This is an optimization exercise on Yosys and OpenROAD, whose aim is small area, not a production implementation. Only the layout flow was run in this run; the RTL was not checked for function there. Power is estimated from default activity; no workload was simulated.

==> flow/flow/run.sh <==
#!/bin/bash
# Standard ORFS layout with three changes, none of which touches the registers:
#  1. after the standard synthesis the full adders are re-polarised to drop
#     inverters between them (fixpol.py);
#  2. the remaining plain logic is mapped again by ABC for area (reabc.py);
#  3. ports are buffered with the smallest buffer, and the clock tree is
#     built without dummy loads.
set -euo pipefail
W=$PWD
R=$W/orfs/results/${FLOW_PLATFORM}/top_mac_bfusion/base
LIB=$FLOW_HOME/platforms/${FLOW_PLATFORM}/lib/sky130_fd_sc_hd__tt_025C_1v80.lib
YOSYS=$FLOW_HOME/../tools/install/yosys/bin/yosys
[ -x "$YOSYS" ] || YOSYS=yosys
export BUFFER_PORTS_ARGS="-buffer_cell sky130_fd_sc_hd__buf_1"
export CTS_ARGS="-sink_clustering_enable -repair_clock_nets -buf_list sky130_fd_sc_hd__clkbuf_8 -dont_use_dummy_load"
bash standard.sh "$R/1_2_yosys.v" > synth.log 2>&1
cp "$R/1_2_yosys.v" "$W/1_2_yosys.std.v"
python3 flow/fixpol.py "$R/1_2_yosys.v" --free-logic > fixpol.log 2>&1
mkdir -p "$W/reabc"
python3 flow/reabc.py "$LIB" "$R/1_2_yosys.v" "$W/reabc/mid.v" > reabc_py.log 2>&1
printf 'strash\n&get -n\n&st\n&dch -f\n&nf -R 1000\n&put\ntopo\n' > "$W/reabc/area.script"
cat > "$W/reabc/r.ys" <<EOT
read_liberty -lib $LIB
read_verilog $W/reabc/mid.v
hierarchy -top $FLOW_TOP
proc; opt -fast; techmap; opt -fast
abc -liberty $LIB -script $W/reabc/area.script -dont_use *probe* -dont_use *lpflow* -dont_use *clkdly* -dont_use *dlygate* -dont_use *dlymetal*
opt_clean -purge
hilomap -singleton -hicell sky130_fd_sc_hd__conb_1 HI -locell sky130_fd_sc_hd__conb_1 LO
setundef -zero
splitnets
opt_clean -purge
write_verilog -noattr -noexpr -nohex -nodec $W/reabc/out.v
EOT
"$YOSYS" -l reabc_yosys.log -q "$W/reabc/r.ys" > /dev/null 2>&1
cp "$W/reabc/out.v" "$R/1_2_yosys.v"
python3 flow/fixpol.py "$R/1_2_yosys.v" > fixpol2.log 2>&1
bash standard.sh > layout.log 2>&1
==> flow/flow/fixpol.py <==
"""Re-polarise full adders in a mapped sky130 netlist to remove inverters.

A full adder is self-dual: FA(~a,~b,~c) = (~sum, ~cout). For each fa cell we
choose whether it works on the complements of its signals, so that as few
inverters as possible are needed between cells. The logic function of every
net that leaves the adders (flip-flop inputs, ports, other gates) is kept.
usage: fixpol.py netlist.v  (rewrites the file in place)
"""
import re, sys, random

path = sys.argv[1]
FREE = '--free-logic' in sys.argv[2:]
src = open(path).read()
inst_re = re.compile(r'^(\s*)(sky130_fd_sc_hd__\w+)\s+(\S+)\s*\((.*?)\);\n', re.S | re.M)
pin_re = re.compile(r'\.(\w+)\(\s*([^()]*?)\s*\)')
OUTS = {'X', 'Y', 'SUM', 'COUT', 'Q', 'Q_N', 'HI', 'LO'}

cells = []
for m in inst_re.finditer(src):
    pins = [(p, n.strip()) for p, n in pin_re.findall(m.group(4))]
    cells.append(dict(span=m.span(), ind=m.group(1), type=m.group(2), name=m.group(3), pins=pins))

drv = {}
for i, c in enumerate(cells):
    for p, n in c['pins']:
        if p in OUTS and n: drv[n] = (i, p)

def is_inv(c):
    return re.match(r'sky130_fd_sc_hd__(inv|clkinv)_\d+$', c['type']) is not None
def is_fa(c):
    return re.match(r'sky130_fd_sc_hd__fa_\d+$', c['type']) is not None

def is_logic(c):
    return not re.match(r'sky130_fd_sc_hd__(fa|ha|df|sdf|edf|dl|conb|inv|clkinv)', c['type'])

def pin(c, p):
    for q, n in c['pins']:
        if q == p: return n
    return None

# literal of a net: (base net, polarity) following inverters
def lit(n):
    pol = 0
    seen = 0
    while n in drv and is_inv(cells[drv[n][0]]) and seen < 50:
        n = pin(cells[drv[n][0]], 'A'); pol ^= 1; seen += 1
    return (n, pol)

fas = [i for i, c in enumerate(cells) if is_fa(c)]
fa_out = {}  # base net -> fa index (nets driven by fa outputs)
for i in fas:
    for p in ('SUM', 'COUT'):
        n = pin(cells[i], p)
        if n: fa_out[n] = i

# consumers: list of (kind, cellidx or None, pin, wanted literal)
# kind 'fa' -> wanted polarity toggles with flip of that fa; else fixed.
cons = []
port_outs = set()
for i, c in enumerate(cells):
    if is_inv(c): continue
    for p, n in c['pins']:
        if p in OUTS or not n: continue
        if n.startswith("1'b") or re.match(r"^\d+'", n): 
            continue
        kind = 'fa' if is_fa(c) else ('free' if FREE and is_logic(c) else 'fix')
        cons.append((kind, i, p, lit(n)))
# inverter outputs that feed ports/other non-cell sinks: keep inverters whose output
# is a module output port net (not consumed by cells). Find port names.
hdr = src[:cells[0]['span'][0]] if cells else src
outports = set()
for m in re.finditer(r'^\s*output\s+(\[(\d+):(\d+)\]\s*)?(\S+);', hdr, re.M):
    if m.group(1):
        for k in range(int(m.group(3)), int(m.group(2)) + 1): outports.add(f'{m.group(4)}[{k}]')
    else: outports.add(m.group(4))
for i, c in enumerate(cells):
    if is_inv(c):
        y = pin(c, 'Y')
        if y in outports: cons.append(('fix', None, None, lit(y)))
for n in outports:
    if n in drv and not is_inv(cells[drv[n][0]]):
        pass

flip = {i: 0 for i in fas}

def prod_pol(base):
    i = fa_out.get(base)
    return flip[i] if i is not None else 0

def need_set():
    s = set()
    for kind, i, p, (b, q) in cons:
        if kind == 'fa': q ^= flip[i]
        if b in fa_out or True:
            if q != prod_pol(b): s.add((b, q))
    return s

def cost():
    return len(need_set())

# local search
by_base = {}
for k, (kind, i, p, (b, q)) in enumerate(cons):
    by_base.setdefault(b, []).append(k)
def inv_needed_for(b):
    if FREE and b in drv and is_logic(cells[drv[b][0]]): return 0
    pp = prod_pol(b)
    qs = set()
    for k in by_base.get(b, []):
        kind, i, p, (bb, q) = cons[k]
        if kind == 'free': continue
        if kind == 'fa': q ^= flip[i]
        qs.add(q)
    return 1 if (pp ^ 1) in qs else 0
def touched(i):
    c = cells[i]
    bs = set()
    for p in ('SUM', 'COUT'):
        n = pin(c, p)
        if n: bs.add(n)
    for p in ('A', 'B', 'CIN'):
        bs.add(lit(pin(c, p))[0])
    return bs
T = {i: touched(i) for i in fas}
start = cost()
rnd = random.Random(1)
import math
cur = sum(inv_needed_for(b) for b in by_base)
best = cur; bestflip = dict(flip)
N = max(1, len(fas))
iters = 4000 * N
for it in range(iters):
    T0 = 2.0 * (0.02/2.0) ** (it/iters)
    i = fas[rnd.randrange(N)]
    before = sum(inv_needed_for(b) for b in T[i])
    flip[i] ^= 1
    d = sum(inv_needed_for(b) for b in T[i]) - before
    if d <= 0 or rnd.random() < math.exp(-d/T0):
        cur += d
        if cur < best: best = cur; bestflip = dict(flip)
    else:
        flip[i] ^= 1
flip.update(bestflip)
end = cost()

# rewrite
names = set(re.findall(r'^\s*wire\s+(?:\[[^\]]*\]\s*)?(\S+);', src, re.M))
cnt = [0]
def newnet():
    while True:
        cnt[0] += 1
        n = f'_pol{cnt[0]}_'
        if n not in names: names.add(n); return n
phys = {}     # base -> physical net carrying produced polarity
for i in fas:
    if flip[i]:
        for p in ('SUM', 'COUT'):
            n = pin(cells[i], p)
            if n: phys[n] = newnet()
lits = {}     # (base, pol) -> net carrying that literal
new_invs = []
def get(b, q):
    if (b, q) in lits: return lits[(b, q)]
    pp = prod_pol(b)
    pn = phys.get(b, b)
    if q == pp: lits[(b, q)] = pn; return pn
    # need an inverter from pn
    if pp == 1 and q == 0: out = b            # restore original net name
    else: out = newnet()
    new_invs.append((pn, out))
    lits[(b, q)] = out
    return out

edits = {}
for idx, c in enumerate(cells):
    if is_inv(c): continue
    newpins = []
    for p, n in c['pins']:
        if p in OUTS:
            if is_fa(c) and flip[idx] and n: n = phys[n]
            newpins.append((p, n)); continue
        if not n or n.startswith("1'b") or re.match(r"^\d+'", n):
            newpins.append((p, n)); continue
        b, q = lit(n)
        if is_fa(c): q ^= flip[idx]
        newpins.append((p, get(b, q)))
    edits[idx] = newpins
for n in outports:
    if n in drv and is_inv(cells[drv[n][0]]):
        b, q = lit(n)
        got = get(b, q)
        if got != n: new_invs.append((got, n)); 
# make sure flipped fa outputs that are original nets with consumers wanting pol 0 exist
for b in phys:
    pass

def fmt(n):
    return n + ' ' if n.startswith('\\') else n
out = []
pos = 0
first = cells[0]['span'][0]
decl = ''.join(f'  wire {n};\n' for n in sorted(names - set(re.findall(r'^\s*wire\s+(?:\[[^\]]*\]\s*)?(\S+);', src, re.M))))
out.append(src[:first]); out.append(decl)
pos = first
k = 0
for idx, c in enumerate(cells):
    s, e = c['span']
    out.append(src[pos:s]); pos = e
    if is_inv(c): continue
    body = ',\n'.join(f'    .{p}({fmt(n)})' for p, n in edits[idx])
    out.append(f"{c['ind']}{c['type']} {c['name']} (\n{body}\n  );\n")
for a, y in new_invs:
    k += 1
    out.append(f'  sky130_fd_sc_hd__inv_1 _polinv{k}_ (\n    .A({fmt(a)}),\n    .Y({fmt(y)})\n  );\n')
out.append(src[pos:])
open(path, 'w').write(''.join(out))
ninv_old = sum(1 for c in cells if is_inv(c))
print(f'fixpol: {len(fas)} full adders, {sum(flip.values())} flipped; inverters {ninv_old} -> {len(new_invs)} (needed literals {start} -> {end})')
==> flow/flow/reabc.py <==
"""Turn every plain logic cell of a mapped sky130 netlist back into a Boolean
assign (from the liberty functions), keeping flip-flops, full and half adders
and tie cells as instances, so ABC can map that logic again.
usage: reabc.py lib in.v out.v"""
import re, sys
lib, src, dst = sys.argv[1:4]
L = open(lib).read()
func = {}
parts = re.split(r'\n\s*cell\s*\(\s*"?(sky130_fd_sc_hd__\w+)"?\s*\)', L)
for i in range(1, len(parts), 2):
    body = parts[i + 1]
    outs = {}
    for m in re.finditer(r'pin\s*\(\s*"?(\w+)"?\s*\)\s*\{', body):
        seg = body[m.end():m.end() + 4000]
        d = re.search(r'direction\s*:\s*"?(\w+)"?', seg)
        f = re.search(r'function\s*:\s*"([^"]*)"', seg.split('pin (')[0] if 'pin (' in seg else seg)
        if d and d.group(1) == 'output' and f:
            outs[m.group(1)] = f.group(1)
    func[parts[i]] = outs
KEEP = re.compile(r'sky130_fd_sc_hd__(fa|ha|df|conb|sdf|edf|dl)')
def conv(f, pins):
    f = f.replace('!', '~').replace('+', '|').replace('*', '&')
    toks = re.findall(r"[A-Za-z_][A-Za-z0-9_]*|[~&|^()]|'", f)
    out = []
    prev = None
    for t in toks:
        operand_start = re.match(r'[A-Za-z_]', t) or t in ('(', '~')
        if prev is not None and operand_start and (re.match(r'[A-Za-z_]', prev) or prev == ')' or prev == "'"):
            out.append('&')
        if t == "'":
            # postfix complement: wrap previous operand
            out[-1] = '~' + out[-1]; prev = "'"; continue
        out.append(f'({pins[t]})' if re.match(r'[A-Za-z_]', t) else t)
        prev = t
    return ' '.join(out)
v = open(src).read()
inst_re = re.compile(r'^(\s*)(sky130_fd_sc_hd__\w+)\s+(\S+)\s*\((.*?)\);\n', re.S | re.M)
pin_re = re.compile(r'\.(\w+)\(\s*([^()]*?)\s*\)')
def fmt(n): return n + ' ' if n.startswith('\\') else n
def repl(m):
    t = m.group(2)
    if KEEP.match(t) or t not in func or not func[t]:
        return m.group(0)
    pins = {p: fmt(n.strip()) for p, n in pin_re.findall(m.group(4))}
    s = ''
    for o, f in func[t].items():
        if o in pins and pins[o].strip():
            s += f'  assign {pins[o]} = {conv(f, pins)};\n'
    return s
open(dst, 'w').write(inst_re.sub(repl, v))
==> flow/standard.sh <==
#!/bin/bash
# synth_recipe.tcl (not shown) runs the flow's synth.tcl, then flattens the netlist and writes it again
# the make line also repeats each setting of config.mk as NAME=value (left out here)
make -C /OpenROAD-flow-scripts/flow DESIGN_CONFIG=/design/flow/config.mk WORK_HOME=/design/flow/orfs CLKGATE_MAP_FILE= SYNTH_SCRIPT=/design/flow/synth_recipe.tcl "${@:-finish}"
==> flow/config.mk <==
export PLATFORM = sky130hd
export DESIGN_NAME = top_mac_bfusion
export DESIGN_NICKNAME = top_mac_bfusion
export VERILOG_FILES = /design/flow/design.v
export SDC_FILE = /design/flow/constraint.sdc
export NUM_CORES = 4
export LEC_CHECK = 0
export CAP_MARGIN = 5
export CORE_MARGIN = 2
export CORE_UTILIZATION = 60
export CTS_BUF_LIST = sky130_fd_sc_hd__clkbuf_8
export GPL_TIMING_DRIVEN = 0
export SLEW_MARGIN = 5
==> flow/constraint.sdc <==
create_clock -name core_clock -period 10.0 [get_ports {clk}]
set_input_delay 2.0000 -clock core_clock [delete_from_list [all_inputs] [get_ports {clk}]]
set_output_delay 2.0000 -clock core_clock [all_outputs]
set_load 0.01 [all_outputs]
==> flow/design.v <==
module top_mac_bfusion (clk, rst, accu_rst, a, w, config_aw, z);
	input               clk, rst, accu_rst;
	input        [31:0] a;
	input        [31:0] w;
	input         [2:0] config_aw;
	output reg   [19:0] z;
	wire [15:0] p;
	bf_prod prod (.a(a), .w(w), .cfg(config_aw), .p(p));
	reg [15:0] m1, m2;
	reg        rst_d, clr;
	wire        m011   = ~config_aw[2] & config_aw[0];
	wire [19:0] addend = {{4{m2[15]}}, m2[15:12], m011 ? m2[13:2] : m2[11:0]};
	wire [20:0] cy;
	wire [19:0] sum;
	assign cy[0] = 1'b0;
	genvar i;
	generate for (i = 0; i < 20; i = i + 1) begin : acc
		assign sum[i]  = z[i] ^ addend[i] ^ cy[i];
		assign cy[i+1] = (z[i] & addend[i]) | (cy[i] & (z[i] ^ addend[i]));
	end endgenerate
	always @(posedge clk) begin
		m1    <= p;
		m2    <= m1;
		rst_d <= rst;
		clr   <= rst | accu_rst | rst_d;
		z     <= clr ? 20'd0 : sum;
	end
endmodule
module bf_prod (input [31:0] a, input [31:0] w, input [2:0] cfg, output [15:0] p);
	wire m000 = ~cfg[1];
	wire m010 = (cfg[1] & ~cfg[2] & ~cfg[0]);
	wire m011 = (~cfg[2] & cfg[0]);
	wire m110 = (cfg[2] & ~cfg[0]);
	wire m111 = (cfg[2] & cfg[0]);
	wire as0 = (((~cfg[0] | ~cfg[2]) & a[12]) | (m111 & a[24]));
	wire ws1 = ((m010 & w[12]) | (m111 & w[6]));
	wire pp2 = as0 & ws1;
	wire as3 = (((~cfg[0] | cfg[2]) & a[0]));
	wire ws4 = w[0];
	wire pp5 = as3 & ws4;
	wire as6 = ((~cfg[2] & a[4]) | (m110 & a[8]) | (m111 & a[16]));
	wire ws7 = (((m010 | m110 | m111) & w[4]));
	wire pp8 = as6 & ws7;
	wire as9 = a[8];
	wire ws10 = ((m010 & w[8]) | (m111 & w[2]));
	wire pp11 = as9 & ws10;
	wire ws12 = (((m010 | m110 | m111) & w[5]));
	wire pp13 = (as6 & ws12) ^ m111;
	wire as14 = (((~cfg[0] | cfg[2]) & a[1]));
	wire pp15 = as14 & ws4;
	wire as16 = a[9];
	wire pp17 = as16 & ws10;
	wire ws18 = ((m010 & w[13]) | (m111 & w[7]));
	wire pp19 = (as0 & ws18) ^ m111;
	wire ws20 = w[1];
	wire pp21 = (as3 & ws20) ^ m111;
	wire as22 = ((~cfg[2] & a[5]) | (m110 & a[9]) | (m111 & a[17]));
	wire pp23 = as22 & ws7;
	wire as24 = (((~cfg[0] | ~cfg[2]) & a[13]) | (m111 & a[25]));
	wire pp25 = as24 & ws1;
	wire ws26 = ((m010 & w[9]) | (m111 & w[3]));
	wire pp27 = (as9 & ws26) ^ m111;
	wire as28 = ((m010 & a[5]) | (m011 & a[30]) | (cfg[2] & a[9]));
	wire ws29 = ((~cfg[0] & w[5]) | (m011 & w[30]) | (m111 & w[3]));
	wire pp30 = (as28 & ws29) ^ m111;
	wire as31 = a[8];
	wire ws32 = ((m011 & w[8]) | (m110 & w[6]));
	wire pp33 = as31 & ws32;
	wire as34 = (((~cfg[0] | cfg[2]) & a[12]) | (m011 & a[14]));
	wire ws35 = (((cfg[1] & ~cfg[2]) & w[14]));
	wire pp36 = as34 & ws35;
	wire as37 = (((~cfg[0] & ~cfg[2]) & a[6]) | (m011 & a[4]) | (m110 & a[10]) | (m111 & a[25]));
	wire ws38 = (((m010 | m011 | m110) & w[4]) | (m111 & w[7]));
	wire pp39 = (as37 & ws38) ^ m111;
	wire as40 = (((~cfg[0] | cfg[2]) & a[2]) | (m011 & a[0]));
	wire ws41 = w[0];
	wire pp42 = as40 & ws41;
	wire as43 = (((~cfg[0] | cfg[2]) & a[10]) | (m011 & a[16]));
	wire ws44 = ((m010 & w[8]) | (m011 & w[16]));
	wire pp45 = as43 & ws44;
	wire as46 = ((cfg[0] & a[26]));
	wire ws47 = (((~cfg[0] | ~cfg[2]) & w[26]) | (m111 & w[6]));
	wire pp48 = as46 & ws47;
	wire as49 = ((m010 & a[4]) | (m011 & a[6]));
	wire ws50 = w[6];
	wire pp51 = as49 & ws50;
	wire as52 = (((~cfg[0] | cfg[2]) & a[8]) | (m011 & a[10]));
	wire ws53 = (((cfg[1] & ~cfg[2]) & w[10]));
	wire pp54 = as52 & ws53;
	wire as55 = ((m011 & a[2]));
	wire ws56 = w[2];
	wire pp57 = as55 & ws56;
	wire as58 = ((m010 & a[13]) | (m011 & a[24]) | (m111 & a[17]));
	wire ws59 = ((~cfg[0] & w[13]) | (m011 & w[24]) | (m111 & w[5]));
	wire pp60 = (as58 & ws59) ^ m111;
	wire as61 = (((~cfg[0] | cfg[2]) & a[14]) | (m011 & a[12]));
	wire ws62 = (((cfg[1] & ~cfg[2]) & w[12]));
	wire pp63 = as61 & ws62;
	wire as64 = (((~cfg[0] | cfg[2]) & a[1]) | (m011 & a[28]));
	wire ws65 = (((~cfg[0] | cfg[2]) & w[1]) | (m011 & w[28]));
	wire pp66 = (as64 & ws65) ^ m111;
	wire as67 = ((~cfg[0] & a[0]) | (m011 & a[20]) | (m111 & a[10]));
	wire ws68 = (((~cfg[0] | cfg[2]) & w[2]) | (m011 & w[20]));
	wire pp69 = as67 & ws68;
	wire as70 = ((cfg[0] & a[18]));
	wire ws71 = (((~cfg[0] | ~cfg[2]) & w[18]) | (m111 & w[4]));
	wire pp72 = as70 & ws71;
	wire as73 = (((~cfg[0] | cfg[2]) & a[9]) | (m011 & a[22]));
	wire ws74 = ((m010 & w[9]) | (m011 & w[22]));
	wire pp75 = as73 & ws74;
	wire ws76 = (((cfg[1] & ~cfg[2]) & w[11]));
	wire pp77 = ~(as52 & ws76);
	wire as78 = ((m011 & a[21]));
	wire ws79 = w[20];
	wire pp80 = (as78 & ws79) | (m010 | m110 | m111);
	wire as81 = a[12];
	wire ws82 = ((m011 & w[13]));
	wire pp83 = ~(as81 & ws82);
	wire as84 = ((m010 & a[14]) | (m011 & a[25]));
	wire ws85 = (((~cfg[0] | cfg[2]) & w[13]) | (m011 & w[24]));
	wire pp86 = as84 & ws85;
	wire as87 = ((m010 & a[5]) | (m011 & a[7]));
	wire pp88 = as87 & ws50;
	wire ws89 = (((~cfg[0] | ~cfg[2]) & w[19]) | (m111 & w[5]));
	wire pp90 = ~(as70 & ws89);
	wire as91 = a[9];
	wire pp92 = as91 & ws32;
	wire as93 = (((~cfg[0] | cfg[2]) & a[10]) | (m011 & a[23]));
	wire pp94 = as93 & ws74;
	wire ws95 = (((~cfg[0] | cfg[2]) & w[3]) | (m011 & w[21]));
	wire pp96 = (as67 & ws95) ^ cfg[1];
	wire as97 = ((m011 & a[28]));
	wire ws98 = w[29];
	wire pp99 = ~(as97 & ws98);
	wire as100 = ((m011 & a[19]));
	wire ws101 = w[18];
	wire pp102 = as100 & ws101;
	wire ws103 = w[7];
	wire pp104 = ~(as49 & ws103);
	wire as105 = (((~cfg[0] | cfg[2]) & a[3]) | (m011 & a[1]));
	wire pp106 = as105 & ws41;
	wire as107 = (((~cfg[0] | cfg[2]) & a[13]) | (m011 & a[15]));
	wire pp108 = as107 & ws35;
	wire as109 = ((m010 & a[7]) | (m011 & a[5]) | (m110 & a[11]) | (m111 & a[19]));
	wire ws110 = w[4];
	wire pp111 = as109 & ws110;
	wire as112 = a[24];
	wire ws113 = ((m011 & w[25]));
	wire pp114 = ~(as112 & ws113);
	wire ws115 = w[1];
	wire pp116 = (as40 & ws115) ^ cfg[0];
	wire as117 = a[16];
	wire ws118 = ((m011 & w[17]));
	wire pp119 = ~(as117 & ws118);
	wire ws120 = (((cfg[1] & ~cfg[2]) & w[15]));
	wire pp121 = ~(as34 & ws120);
	wire as122 = (((~cfg[0] | cfg[2]) & a[11]) | (m011 & a[17]));
	wire pp123 = as122 & ws44;
	wire as124 = ((m011 & a[22]));
	wire ws125 = w[23];
	wire pp126 = ~(as124 & ws125);
	wire as127 = ((cfg[0] & a[27]));
	wire pp128 = as127 & ws47;
	wire as129 = ((m011 & a[30]));
	wire ws130 = w[31];
	wire pp131 = ~(as129 & ws130);
	wire as132 = ((~cfg[0] & a[1]) | (m011 & a[29]) | (m111 & a[11]));
	wire ws133 = (((~cfg[0] | cfg[2]) & w[2]) | (m011 & w[28]));
	wire pp134 = as132 & ws133;
	wire as135 = (((~cfg[0] | cfg[2]) & a[15]) | (m011 & a[13]));
	wire pp136 = as135 & ws62;
	wire as137 = ((m011 & a[4]));
	wire ws138 = w[5];
	wire pp139 = ~(as137 & ws138);
	wire ws140 = w[3];
	wire pp141 = ~(as55 & ws140);
	wire ws142 = (((~cfg[0] | ~cfg[2]) & w[27]) | (m111 & w[7]));
	wire pp143 = ~(as46 & ws142);
	wire as144 = (((~cfg[0] | cfg[2]) & a[9]) | (m011 & a[11]));
	wire pp145 = as144 & ws53;
	wire as146 = ((m011 & a[31]));
	wire ws147 = w[30];
	wire pp148 = as146 & ws147;
	wire ws149 = ((m011 & w[9]) | (m110 & w[7]));
	wire pp150 = ~(as31 & ws149);
	wire as151 = ((m010 & a[6]) | (m011 & a[3]) | (m110 & a[10]));
	wire ws152 = (((~cfg[0] | cfg[2]) & w[5]) | (m011 & w[2]));
	wire pp153 = as151 & ws152;
	wire ws154 = w[21];
	wire pp155 = ~(as78 & ws154);
	wire pp156 = (~(as127 & ws142)) & ~m000;
	wire pp157 = (~(as91 & ws149)) & ~m000;
	wire ws158 = w[5];
	wire pp159 = (as109 & ws158) ^ cfg[0];
	wire as160 = ((m000 & a[0]) | (m010 & a[11]) | (m011 & a[23]) | (m110 & a[12]) | (m111 & a[20]));
	wire ws161 = (((~cfg[1] | cfg[2]) & w[4]) | (m010 & w[9]) | (m011 & w[23]));
	wire pp162 = (as160 & ws161) ^ m011;
	wire pp163 = (~(as87 & ws103)) & ~m000;
	wire ws164 = w[19];
	wire pp165 = (~(as100 & ws164)) & ~m000;
	wire ws166 = (((~cfg[0] | cfg[2]) & w[3]) | (m011 & w[29]));
	wire pp167 = (as132 & ws166) ^ cfg[1];
	wire as168 = (((~cfg[1] | cfg[2]) & a[4]) | (m010 & a[10]) | (m011 & a[17]));
	wire ws169 = (((~cfg[1] | cfg[2]) & w[0]) | (m010 & w[10]) | (m011 & w[17]));
	wire pp170 = (as168 & ws169) ^ m011;
	wire ws171 = (((~cfg[0] | cfg[2]) & w[14]) | (m011 & w[25]));
	wire pp172 = (as84 & ws171) ^ m011;
	wire ws173 = (((~cfg[0] | cfg[2]) & w[6]) | (m011 & w[3]));
	wire pp174 = (as151 & ws173) ^ m011;
	wire as175 = ((m010 & a[15]) | (m011 & a[13]) | (m111 & a[28]));
	wire ws176 = (((~cfg[0] | ~cfg[2]) & w[13]) | (m111 & w[6]));
	wire pp177 = (as175 & ws176) ^ m011;
	wire pp178 = (~(as107 & ws120)) & ~m000;
	wire as179 = ((~cfg[0] & a[2]) | (m011 & a[31]) | (m111 & a[12]));
	wire ws180 = (((~cfg[0] | cfg[2]) & w[2]) | (m011 & w[31]));
	wire pp181 = (as179 & ws180) ^ m011;
	wire pp182 = (~(as144 & ws76)) & ~m000;
	wire pp183 = (as105 & ws115) ^ cfg[0];
	wire as184 = (((~cfg[1] | cfg[2]) & a[4]) | (m010 & a[14]));
	wire ws185 = (((m000 | m011 | m110 | m111) & w[1]) | (m010 & w[15]));
	wire pp186 = (as184 & ws185) ^ (m010 | m111);
	wire as187 = ((~cfg[0] & a[3]) | (m111 & a[13]));
	wire ws188 = w[2];
	wire pp189 = as187 & ws188;
	wire as190 = (((m000 | m011) & a[1]) | (m010 & a[11]) | (m110 & a[13]) | (m111 & a[21]));
	wire ws191 = (((~cfg[1] | cfg[2]) & w[4]) | (m010 & w[10]));
	wire pp192 = as190 & ws191;
	wire as193 = ((~cfg[2] & a[7]) | (m110 & a[11]) | (m111 & a[29]));
	wire ws194 = (((m010 | m110 | m111) & w[6]));
	wire pp195 = as193 & ws194;
	wire as196 = ((~cfg[0] & a[2]) | (m111 & a[12]));
	wire ws197 = w[3];
	wire pp198 = (as196 & ws197) ^ (m010 | m110 | m111);
	wire as199 = (((m000 | m011) & a[0]) | (m010 & a[10]) | (m110 & a[12]) | (m111 & a[20]));
	wire ws200 = (((~cfg[1] | cfg[2]) & w[5]) | (m010 & w[11]));
	wire pp201 = (as199 & ws200) ^ (m010 | m111);
	wire as202 = ((~cfg[2] & a[6]) | (m110 & a[10]) | (m111 & a[28]));
	wire ws203 = (((m010 | m110 | m111) & w[7]));
	wire pp204 = (~(as202 & ws203)) & ~(m000 | m011);
	wire as205 = (((~cfg[1] | cfg[2]) & a[5]) | (m010 & a[15]));
	wire ws206 = (((m000 | m011 | m110 | m111) & w[0]) | (m010 & w[14]));
	wire pp207 = as205 & ws206;
	wire pp208 = (as190 & ws200) ^ (m010 | m111);
	wire pp209 = (as187 & ws197) ^ (m010 | m110 | m111);
	wire as210 = (((~cfg[0] | ~cfg[2]) & a[4]) | (m111 & a[14]));
	wire ws211 = (((~cfg[1] | cfg[2]) & w[2]));
	wire pp212 = as210 & ws211;
	wire as213 = ((m000 & a[0]) | (m110 & a[12]) | (m111 & a[30]));
	wire ws214 = w[6];
	wire pp215 = as213 & ws214;
	wire pp216 = (as205 & ws185) ^ (m010 | m111);
	wire pp217 = (~(as193 & ws203)) & ~(m000 | m011);
	wire as218 = ((m000 & a[2]) | (m110 & a[14]) | (m111 & a[22]));
	wire ws219 = w[4];
	wire pp220 = as218 & ws219;
	wire as221 = a[6];
	wire ws222 = (((~cfg[1] | cfg[2]) & w[0]));
	wire pp223 = as221 & ws222;
	wire as224 = ((m000 & a[1]) | (m110 & a[13]) | (m111 & a[31]));
	wire pp225 = as224 & ws214;
	wire ws226 = (((~cfg[1] | cfg[2]) & w[1]));
	wire pp227 = (as221 & ws226) ^ m111;
	wire as228 = a[7];
	wire pp229 = as228 & ws222;
	wire ws230 = (((~cfg[1] | cfg[2]) & w[3]));
	wire pp231 = (as210 & ws230) ^ cfg[2];
	wire as232 = ((m000 & a[3]) | (m110 & a[15]) | (m111 & a[23]));
	wire pp233 = as232 & ws219;
	wire as234 = (((~cfg[0] | ~cfg[2]) & a[5]) | (m111 & a[15]));
	wire pp235 = as234 & ws211;
	wire ws236 = w[7];
	wire pp237 = ~(as213 & ws236);
	wire ws238 = w[5];
	wire pp239 = (as218 & ws238) ^ m111;
	wire pp240 = (as228 & ws226) ^ m111;
	wire as241 = ((m000 & a[2]) | (m110 & a[14]));
	wire ws242 = w[6];
	wire pp243 = (as241 & ws242) | m111;
	wire pp244 = (~(as224 & ws236)) & ~m011;
	wire as245 = a[4];
	wire ws246 = ((m000 & w[4]));
	wire pp247 = (as245 & ws246) | m110;
	wire as248 = (((m000 | m110) & a[6]));
	wire ws249 = w[2];
	wire pp250 = as248 & ws249;
	wire pp251 = (as232 & ws238) ^ m111;
	wire pp252 = (as234 & ws230) ^ cfg[2];
	wire as253 = a[5];
	wire pp254 = (as253 & ws246) | m110;
	wire ws255 = ((m000 & w[5]));
	wire pp256 = as245 & ws255;
	wire ws257 = w[3];
	wire pp258 = (as248 & ws257) ^ m110;
	wire ws259 = w[7];
	wire pp260 = (~(as241 & ws259)) & ~m010;
	wire as261 = (((m000 | m110) & a[7]));
	wire pp262 = as261 & ws249;
	wire as263 = ((m000 & a[3]) | (m110 & a[15]));
	wire pp264 = as263 & ws242;
	wire pp265 = ~(as263 & ws259);
	wire pp266 = (as261 & ws257) ^ m110;
	wire pp267 = (as253 & ws255) | m110;
	wire as268 = a[6];
	wire pp269 = as268 & ws246;
	wire ws270 = ((m000 & w[6]));
	wire pp271 = as245 & ws270;
	wire as272 = a[7];
	wire pp273 = as272 & ws246;
	wire pp274 = as253 & ws270;
	wire ws275 = ((m000 & w[7]));
	wire pp276 = (~(as245 & ws275)) & ~m111;
	wire pp277 = as268 & ws255;
	wire pp278 = as268 & ws270;
	wire pp279 = as272 & ws255;
	wire pp280 = (~(as253 & ws275)) & ~m110;
	wire pp281 = as272 & ws270;
	wire pp282 = ~(as268 & ws275);
	wire pp283 = ~(as272 & ws275);
	wire k284 = cfg[2];
	wire s285 = pp5 ^ pp2 ^ pp8;
	wire c286 = (pp5 & pp2) | (pp8 & (pp5 ^ pp2));
	wire s287 = pp11 ^ s285;
	wire c288 = pp11 & s285;
	wire s289 = pp15 ^ pp17 ^ pp23;
	wire c290 = (pp15 & pp17) | (pp23 & (pp15 ^ pp17));
	wire s291 = pp25 ^ pp21 ^ pp13;
	wire c292 = (pp25 & pp21) | (pp13 & (pp25 ^ pp21));
	wire s293 = pp19 ^ pp27 ^ c286;
	wire c294 = (pp19 & pp27) | (c286 & (pp19 ^ pp27));
	wire s295 = s289 ^ s291 ^ c288;
	wire c296 = (s289 & s291) | (c288 & (s289 ^ s291));
	wire s297 = s293 ^ s295;
	wire c298 = s293 & s295;
	wire s299 = pp36 ^ pp42 ^ pp48;
	wire c300 = (pp36 & pp42) | (pp48 & (pp36 ^ pp42));
	wire s301 = pp54 ^ pp57 ^ pp63;
	wire c302 = (pp54 & pp57) | (pp63 & (pp54 ^ pp57));
	wire s303 = pp72 ^ pp33 ^ pp45;
	wire c304 = (pp72 & pp33) | (pp45 & (pp72 ^ pp33));
	wire s305 = pp51 ^ pp69 ^ pp75;
	wire c306 = (pp51 & pp69) | (pp75 & (pp51 ^ pp69));
	wire s307 = pp66 ^ pp30 ^ pp39;
	wire c308 = (pp66 & pp30) | (pp39 & (pp66 ^ pp30));
	wire s309 = pp60 ^ s299 ^ s301;
	wire c310 = (pp60 & s299) | (s301 & (pp60 ^ s299));
	wire s311 = c290 ^ s303 ^ s305;
	wire c312 = (c290 & s303) | (s305 & (c290 ^ s303));
	wire s313 = c292 ^ c294 ^ s307;
	wire c314 = (c292 & c294) | (s307 & (c292 ^ c294));
	wire s315 = s309 ^ s311 ^ c296;
	wire c316 = (s309 & s311) | (c296 & (s309 ^ s311));
	wire s317 = s313 ^ c298 ^ s315;
	wire c318 = (s313 & c298) | (s315 & (s313 ^ c298));
	wire s319 = pp77 ^ pp83 ^ pp90;
	wire c320 = (pp77 & pp83) | (pp90 & (pp77 ^ pp83));
	wire s321 = pp99 ^ pp102 ^ pp106;
	wire c322 = (pp99 & pp102) | (pp106 & (pp99 ^ pp102));
	wire s323 = pp108 ^ pp114 ^ pp119;
	wire c324 = (pp108 & pp114) | (pp119 & (pp108 ^ pp114));
	wire s325 = pp121 ^ pp126 ^ pp128;
	wire c326 = (pp121 & pp126) | (pp128 & (pp121 ^ pp126));
	wire s327 = pp131 ^ pp136 ^ pp139;
	wire c328 = (pp131 & pp136) | (pp139 & (pp131 ^ pp136));
	wire s329 = pp141 ^ pp143 ^ pp145;
	wire c330 = (pp141 & pp143) | (pp145 & (pp141 ^ pp143));
	wire s331 = pp148 ^ pp80 ^ pp86;
	wire c332 = (pp148 & pp80) | (pp86 & (pp148 ^ pp80));
	wire s333 = pp88 ^ pp92 ^ pp94;
	wire c334 = (pp88 & pp92) | (pp94 & (pp88 ^ pp92));
	wire s335 = pp104 ^ pp111 ^ pp123;
	wire c336 = (pp104 & pp111) | (pp123 & (pp104 ^ pp111));
	wire s337 = pp134 ^ pp150 ^ pp153;
	wire c338 = (pp134 & pp150) | (pp153 & (pp134 ^ pp150));
	wire s339 = pp116 ^ c300 ^ c302;
	wire c340 = (pp116 & c300) | (c302 & (pp116 ^ c300));
	wire s341 = pp96 ^ s319 ^ s321;
	wire c342 = (pp96 & s319) | (s321 & (pp96 ^ s319));
	wire s343 = s323 ^ s325 ^ s327;
	wire c344 = (s323 & s325) | (s327 & (s323 ^ s325));
	wire s345 = s329 ^ c304 ^ c306;
	wire c346 = (s329 & c304) | (c306 & (s329 ^ c304));
	wire s347 = s331 ^ s333 ^ s335;
	wire c348 = (s331 & s333) | (s335 & (s331 ^ s333));
	wire s349 = s337 ^ c308 ^ c310;
	wire c350 = (s337 & c308) | (c310 & (s337 ^ c308));
	wire s351 = s339 ^ s341 ^ s343;
	wire c352 = (s339 & s341) | (s343 & (s339 ^ s341));
	wire s353 = c312 ^ s345 ^ s347;
	wire c354 = (c312 & s345) | (s347 & (c312 ^ s345));
	wire s355 = c314 ^ s349 ^ s351;
	wire c356 = (c314 & s349) | (s351 & (c314 ^ s349));
	wire s357 = s353 ^ c316 ^ s355;
	wire c358 = (s353 & c316) | (s355 & (s353 ^ c316));
	wire s359 = c318 ^ s357;
	wire c360 = c318 & s357;
	wire s361 = pp155 ^ pp156 ^ pp165;
	wire c362 = (pp155 & pp156) | (pp165 & (pp155 ^ pp156));
	wire s363 = pp178 ^ pp182 ^ pp157;
	wire c364 = (pp178 & pp182) | (pp157 & (pp178 ^ pp182));
	wire s365 = pp163 ^ pp183 ^ c320;
	wire c366 = (pp163 & pp183) | (c320 & (pp163 ^ pp183));
	wire s367 = c322 ^ c324 ^ c326;
	wire c368 = (c322 & c324) | (c326 & (c322 ^ c324));
	wire s369 = c328 ^ c330 ^ pp159;
	wire c370 = (c328 & c330) | (pp159 & (c328 ^ c330));
	wire s371 = pp162 ^ pp167 ^ pp170;
	wire c372 = (pp162 & pp167) | (pp170 & (pp162 ^ pp167));
	wire s373 = pp172 ^ pp174 ^ pp177;
	wire c374 = (pp172 & pp174) | (pp177 & (pp172 ^ pp174));
	wire s375 = pp181 ^ c332 ^ c334;
	wire c376 = (pp181 & c332) | (c334 & (pp181 ^ c332));
	wire s377 = c336 ^ c338 ^ s361;
	wire c378 = (c336 & c338) | (s361 & (c336 ^ c338));
	wire s379 = s363 ^ s365 ^ c340;
	wire c380 = (s363 & s365) | (c340 & (s363 ^ s365));
	wire s381 = c342 ^ c344 ^ s367;
	wire c382 = (c342 & c344) | (s367 & (c342 ^ c344));
	wire s383 = s369 ^ s371 ^ s373;
	wire c384 = (s369 & s371) | (s373 & (s369 ^ s371));
	wire s385 = c346 ^ s375 ^ c348;
	wire c386 = (c346 & s375) | (c348 & (c346 ^ s375));
	wire s387 = s377 ^ c350 ^ s379;
	wire c388 = (s377 & c350) | (s379 & (s377 ^ c350));
	wire s389 = c352 ^ s381 ^ s383;
	wire c390 = (c352 & s381) | (s383 & (c352 ^ s381));
	wire s391 = c354 ^ s385 ^ s387;
	wire c392 = (c354 & s385) | (s387 & (c354 ^ s385));
	wire s393 = c356 ^ s389 ^ s391;
	wire c394 = (c356 & s389) | (s391 & (c356 ^ s389));
	wire s395 = c358 ^ c360 ^ s393;
	wire c396 = (c358 & c360) | (s393 & (c358 ^ c360));
	wire s397 = pp189 ^ pp192 ^ pp195;
	wire c398 = (pp189 & pp192) | (pp195 & (pp189 ^ pp192));
	wire s399 = pp207 ^ pp204 ^ pp186;
	wire c400 = (pp207 & pp204) | (pp186 & (pp207 ^ pp204));
	wire s401 = pp198 ^ pp201 ^ c362;
	wire c402 = (pp198 & pp201) | (c362 & (pp198 ^ pp201));
	wire s403 = c364 ^ s397 ^ c366;
	wire c404 = (c364 & s397) | (c366 & (c364 ^ s397));
	wire s405 = s399 ^ c368 ^ c370;
	wire c406 = (s399 & c368) | (c370 & (s399 ^ c368));
	wire s407 = c372 ^ c374 ^ c376;
	wire c408 = (c372 & c374) | (c376 & (c372 ^ c374));
	wire s409 = s401 ^ c378 ^ s403;
	wire c410 = (s401 & c378) | (s403 & (s401 ^ c378));
	wire s411 = c380 ^ c382 ^ s405;
	wire c412 = (c380 & c382) | (s405 & (c380 ^ c382));
	wire s413 = c384 ^ s407 ^ c386;
	wire c414 = (c384 & s407) | (c386 & (c384 ^ s407));
	wire s415 = s409 ^ c388 ^ c390;
	wire c416 = (s409 & c388) | (c390 & (s409 ^ c388));
	wire s417 = s411 ^ s413 ^ c392;
	wire c418 = (s411 & s413) | (c392 & (s411 ^ s413));
	wire s419 = s415 ^ c394 ^ s417;
	wire c420 = (s415 & c394) | (s417 & (s415 ^ c394));
	wire s421 = c396 ^ s419;
	wire c422 = c396 & s419;
	wire s423 = k284 ^ pp212 ^ pp223;
	wire c424 = (k284 & pp212) | (pp223 & (k284 ^ pp212));
	wire s425 = pp215 ^ pp220 ^ pp217;
	wire c426 = (pp215 & pp220) | (pp217 & (pp215 ^ pp220));
	wire s427 = pp208 ^ pp209 ^ pp216;
	wire c428 = (pp208 & pp209) | (pp216 & (pp208 ^ pp209));
	wire s429 = s423 ^ c398 ^ s425;
	wire c430 = (s423 & c398) | (s425 & (s423 ^ c398));
	wire s431 = c400 ^ c402 ^ s427;
	wire c432 = (c400 & c402) | (s427 & (c400 ^ c402));
	wire s433 = s429 ^ c404 ^ c406;
	wire c434 = (s429 & c404) | (c406 & (s429 ^ c404));
	wire s435 = c408 ^ s431 ^ c410;
	wire c436 = (c408 & s431) | (c410 & (c408 ^ s431));
	wire s437 = s433 ^ c412 ^ c414;
	wire c438 = (s433 & c412) | (c414 & (s433 ^ c412));
	wire s439 = s435 ^ c416 ^ s437;
	wire c440 = (s435 & c416) | (s437 & (s435 ^ c416));
	wire s441 = c418 ^ s439 ^ c420;
	wire c442 = (c418 & s439) | (c420 & (c418 ^ s439));
	wire s443 = c422 ^ s441;
	wire c444 = c422 & s441;
	wire s445 = pp229 ^ pp235 ^ pp225;
	wire c446 = (pp229 & pp235) | (pp225 & (pp229 ^ pp235));
	wire s447 = pp233 ^ pp237 ^ pp227;
	wire c448 = (pp233 & pp237) | (pp227 & (pp233 ^ pp237));
	wire s449 = pp231 ^ c424 ^ pp239;
	wire c450 = (pp231 & c424) | (pp239 & (pp231 ^ c424));
	wire s451 = s445 ^ c426 ^ s447;
	wire c452 = (s445 & c426) | (s447 & (s445 ^ c426));
	wire s453 = c428 ^ s449 ^ c430;
	wire c454 = (c428 & s449) | (c430 & (c428 ^ s449));
	wire s455 = s451 ^ c432 ^ s453;
	wire c456 = (s451 & c432) | (s453 & (s451 ^ c432));
	wire s457 = c434 ^ s455 ^ c436;
	wire c458 = (c434 & s455) | (c436 & (c434 ^ s455));
	wire s459 = c438 ^ s457 ^ c440;
	wire c460 = (c438 & s457) | (c440 & (c438 ^ s457));
	wire s461 = s459 ^ c442 ^ c444;
	wire c462 = (s459 & c442) | (c444 & (s459 ^ c442));
	wire s463 = pp250 ^ pp247 ^ pp243;
	wire c464 = (pp250 & pp247) | (pp243 & (pp250 ^ pp247));
	wire s465 = pp244 ^ pp240 ^ pp252;
	wire c466 = (pp244 & pp240) | (pp252 & (pp244 ^ pp240));
	wire s467 = pp251 ^ c446 ^ s463;
	wire c468 = (pp251 & c446) | (s463 & (pp251 ^ c446));
	wire s469 = c448 ^ s465 ^ c450;
	wire c470 = (c448 & s465) | (c450 & (c448 ^ s465));
	wire s471 = s467 ^ c452 ^ s469;
	wire c472 = (s467 & c452) | (s469 & (s467 ^ c452));
	wire s473 = c454 ^ s471 ^ c456;
	wire c474 = (c454 & s471) | (c456 & (c454 ^ s471));
	wire s475 = s473 ^ c458 ^ c460;
	wire c476 = (s473 & c458) | (c460 & (s473 ^ c458));
	wire s477 = s475 ^ c462;
	wire c478 = s475 & c462;
	wire s479 = pp256 ^ pp262 ^ pp254;
	wire c480 = (pp256 & pp262) | (pp254 & (pp256 ^ pp262));
	wire s481 = pp264 ^ pp260 ^ pp258;
	wire c482 = (pp264 & pp260) | (pp258 & (pp264 ^ pp260));
	wire s483 = s479 ^ c464 ^ c466;
	wire c484 = (s479 & c464) | (c466 & (s479 ^ c464));
	wire s485 = s481 ^ c468 ^ s483;
	wire c486 = (s481 & c468) | (s483 & (s481 ^ c468));
	wire s487 = c470 ^ s485 ^ c472;
	wire c488 = (c470 & s485) | (c472 & (c470 ^ s485));
	wire s489 = s487 ^ c474 ^ c476;
	wire c490 = (s487 & c474) | (c476 & (s487 ^ c474));
	wire s491 = s489 ^ c478;
	wire c492 = s489 & c478;
	wire s493 = pp269 ^ pp271 ^ pp267;
	wire c494 = (pp269 & pp271) | (pp267 & (pp269 ^ pp271));
	wire s495 = pp265 ^ pp266 ^ c480;
	wire c496 = (pp265 & pp266) | (c480 & (pp265 ^ pp266));
	wire s497 = s493 ^ c482 ^ s495;
	wire c498 = (s493 & c482) | (s495 & (s493 ^ c482));
	wire s499 = c484 ^ s497 ^ c486;
	wire c500 = (c484 & s497) | (c486 & (c484 ^ s497));
	wire s501 = s499 ^ c488 ^ c490;
	wire c502 = (s499 & c488) | (c490 & (s499 ^ c488));
	wire s503 = s501 ^ c492;
	wire c504 = s501 & c492;
	wire s505 = pp273 ^ pp274 ^ pp277;
	wire c506 = (pp273 & pp274) | (pp277 & (pp273 ^ pp274));
	wire s507 = pp276 ^ c494 ^ s505;
	wire c508 = (pp276 & c494) | (s505 & (pp276 ^ c494));
	wire s509 = c496 ^ s507 ^ c498;
	wire c510 = (c496 & s507) | (c498 & (c496 ^ s507));
	wire s511 = s509 ^ c500 ^ c502;
	wire c512 = (s509 & c500) | (c502 & (s509 ^ c500));
	wire s513 = c504 ^ s511;
	wire c514 = c504 & s511;
	wire s515 = pp278 ^ pp279 ^ pp280;
	wire c516 = (pp278 & pp279) | (pp280 & (pp278 ^ pp279));
	wire s517 = c506 ^ s515 ^ c508;
	wire c518 = (c506 & s515) | (c508 & (c506 ^ s515));
	wire s519 = s517 ^ c510 ^ c512;
	wire c520 = (s517 & c510) | (c512 & (s517 ^ c510));
	wire s521 = c514 ^ s519;
	wire c522 = c514 & s519;
	wire s523 = pp281 ^ pp282 ^ c516;
	wire c524 = (pp281 & pp282) | (c516 & (pp281 ^ pp282));
	wire s525 = s523 ^ c518 ^ c520;
	wire c526 = (s523 & c518) | (c520 & (s523 ^ c518));
	wire s527 = c522 ^ s525;
	wire c528 = c522 & s525;
	wire s529 = pp283 ^ c524 ^ c526;
	wire c530 = (pp283 & c524) | (c526 & (pp283 ^ c524));
	wire s531 = c528 ^ s529;
	wire c532 = c528 & s529;
	wire s533 = 1'b1 ^ c530 ^ c532;
	wire c534 = (1'b1 & c530) | (c532 & (1'b1 ^ c530));
	wire [15:0] s = {s533, s531, s527, s521, s513, s503, s491, s477, s461, s443, s421, s395, s359, s317, s297, s287};
	assign p = s[15:0];
endmodule
==> summary.txt <==
[worst max path at each step]
stage          cells past startpoint      to    startpoint  slack [ns]
2_1_floorplan                     25   z[19]  config_aw[2]        0.03
3_3_place_gp                      21  m1[15]  config_aw[0]       -3.05
3_5_place_dp                      21  m1[15]  config_aw[1]       -1.20
4_1_cts                           26   z[19]  config_aw[0]        0.01
5_1_grt                           26   z[18]  config_aw[0]       -0.06
6_report                          26   z[18]  config_aw[0]        0.15
[flip-flops by register name, indices dropped and copies added, names as in the netlist]
signal  cells
z          20
m1         16
m2         16
clr         1
rst_d       1
[metrics by stage]
stage	TNS, ns	hold WS (ns)	total power [mW]
after floorplan	0	0.310	1.15
after detailed placement	-7.00	0.313	1.51
after CTS	0	0.332	1.63
final	0	0.331	1.61
after global placement	-27.75	0.313	1.40
after global routing	-0.0709	0.334	1.82
[timing repair]
action | CTS | global route
buffers inserted | 6 | 7
resized for setup | 10 | 6
pin swaps | 2 | 3
cloned | 4 | 3
setup endpoints to repair | 8 | 4
[where the power goes]
group	internal [mW]	leakage (nW)	switching, mW	total [mW]
Clock	0.0452	0.0359	0.0617	0.107
Combinational	0.529	2.41	0.605	1.13
Sequential	0.327	0.449	0.0389	0.366
[metal layers]
| layer | up-vias | GRT usage | share of wire |
|---|---|---|---|
| met5 | - | 0 | 0 |
| met4 | 0 | 0.181 | 0.070 |
| met3 | 154 | 0.158 | 0.15 |
| met2 | 524 | 0.610 | 0.44 |
| met1 | 2739 | 0.509 | 0.33 |
| li1 | 2384 | - | - |
[final cells by class]
class                      count  area share
clock buffer                   5     0.00992
inverter                      12     0.00757
multi-input combinational    556       0.724
sequential                    54       0.156
tap                          133      0.0240
timing repair buffer         106      0.0784
timing repair inverter         1    0.000721
==> results.toml <==
[synth]
syn_area_per_cell_um2 = 9.81
synthesis.nets = 831
yosysWarnings = 1
netlist_area_mm2 = 0.00606
synthCells = 618

[floorplanning]
io_pins = 90
fp.dieArea_mm2 = 0.0109
die_y_um = 105
fp.coreArea_mm2 = 0.00977
fp.dieW_um = 105
row_count = 36
start_util = 0.620

[global_route]
antenna_found_initial = 0
first_global_vias = 5799
grt_pass1_wl_mm = 32.6
grt_overflow = 0
grt.total_usage = 0.402
grt_max_degree = 41

[cells_and_area]
diodes = 0
syn2layout_area_growth_pct = 14.4
seqCellArea_mm2 = 0.00108
fin_util = 0.710
drive_gt1_frac = 0.0559
fin_nets = 949
fin_cells = 867
design_area_mm2 = 0.00694
multi_input_area_mm2 = 0.00502
nFillCells = 793
layout_commonest_cell = "fa_1"
final_cell_mix = "fa_1 (128), nand2_1 (112), buf_1 (86)"

[drt]
via_per_inst = 6.69
firstDrtPassIters = 8
vias = 5801
drc = 0
antenna_left = 0
post_drt_wl_per_cell_um = 25.4
drt_iter0_markers = 804
routed_wl_mm = 22.0

[cts]
cts.sinks = 54
root_buffer = "clkbuf_8"
cts_buffers = 5
ctsHoldBuffers = 0
cts.path.max_buffers = 2
clkTransAtPathRegs_ns = 0.10
insertion_delay_ns = 0.32
cts_tree = "done"
h-tree-depth = 2

[placement]
port_buffers = 89
dp_hpwl_mm = 16.0
place_inst = 842
gp_congestion = 1.03
postPlaceCellArea_mm2 = 0.00662
pre_cts_slack_ns = -1.20

[setup_path]
critPathTopFamily = "adder cells"
r2r_start = "m2[0]"
cpPeakStageDelay_ns = 0.45
cp_max_fo = 12
reg2reg_to = "z[18]"
path_class = "in -> reg"
cp.arrival_ns = 10.03
setup.worst_path.end_class = "flip-flop"
path_buf_inv = 3
cp.required_ns = 10.18
critical-path-slowest-cell = "fa_1"
reg2regPathDepth = 22
path_common_cell = "fa_1"
cp-start-kind = "primary input"
r2r_slack_ns = 2.07

[sta]
worstMarginPinSlew_ns = 1.07
period_share = 0.985
maxClockFrequency_mhz = 101
finClkSkew_ns = 0.0350
min_period_ns = 9.85
layout_setup_ws_ns = 0.147
slew_violations = 0
setup_viol = 0
hold_viol = 0
timing.slew.headroom = 0.285

[pwr]
vdd_drop_max_uv = 289
powerDensity_mw_per_mm2 = 232
p_leak_nw = 2.90

[hold_path]
hp-class = "reg -> reg"
min_from = "m1[0]"
min_to = "m2[0]"
hold_depth = 0

[run_status]
status = "finished clean"

[job]
drv_cap = 0

[afterwards: timing with drivers on the ports]
Ports are ideal in the flow. The routed layout listed here was re-timed in OpenROAD.
Step 1: set_driving_cell puts a clkbuf_16 on clk and a buf_2 on each other input, an assumption about the parent block.
Step 2 moves the port delays by t, midway between the first and last clock arrival at a register: inputs arrive t later, outputs are due t later. That takes back most of the time a late clock gives input paths.
Three values: no drivers, after step 1, after step 2; two values: the first two.
t, ns: 0.331
setup WS [ns]: 0.147 / 0.133 / -0.198
worst slew at a driven data input, ns: 0.05
pins driven straight from the clock port: 1
Met with ideal ports but missed after step 2: setup timing in this run. The setup slack of this run moves by -0.014 ns with the drivers and by -0.345 ns with both steps.
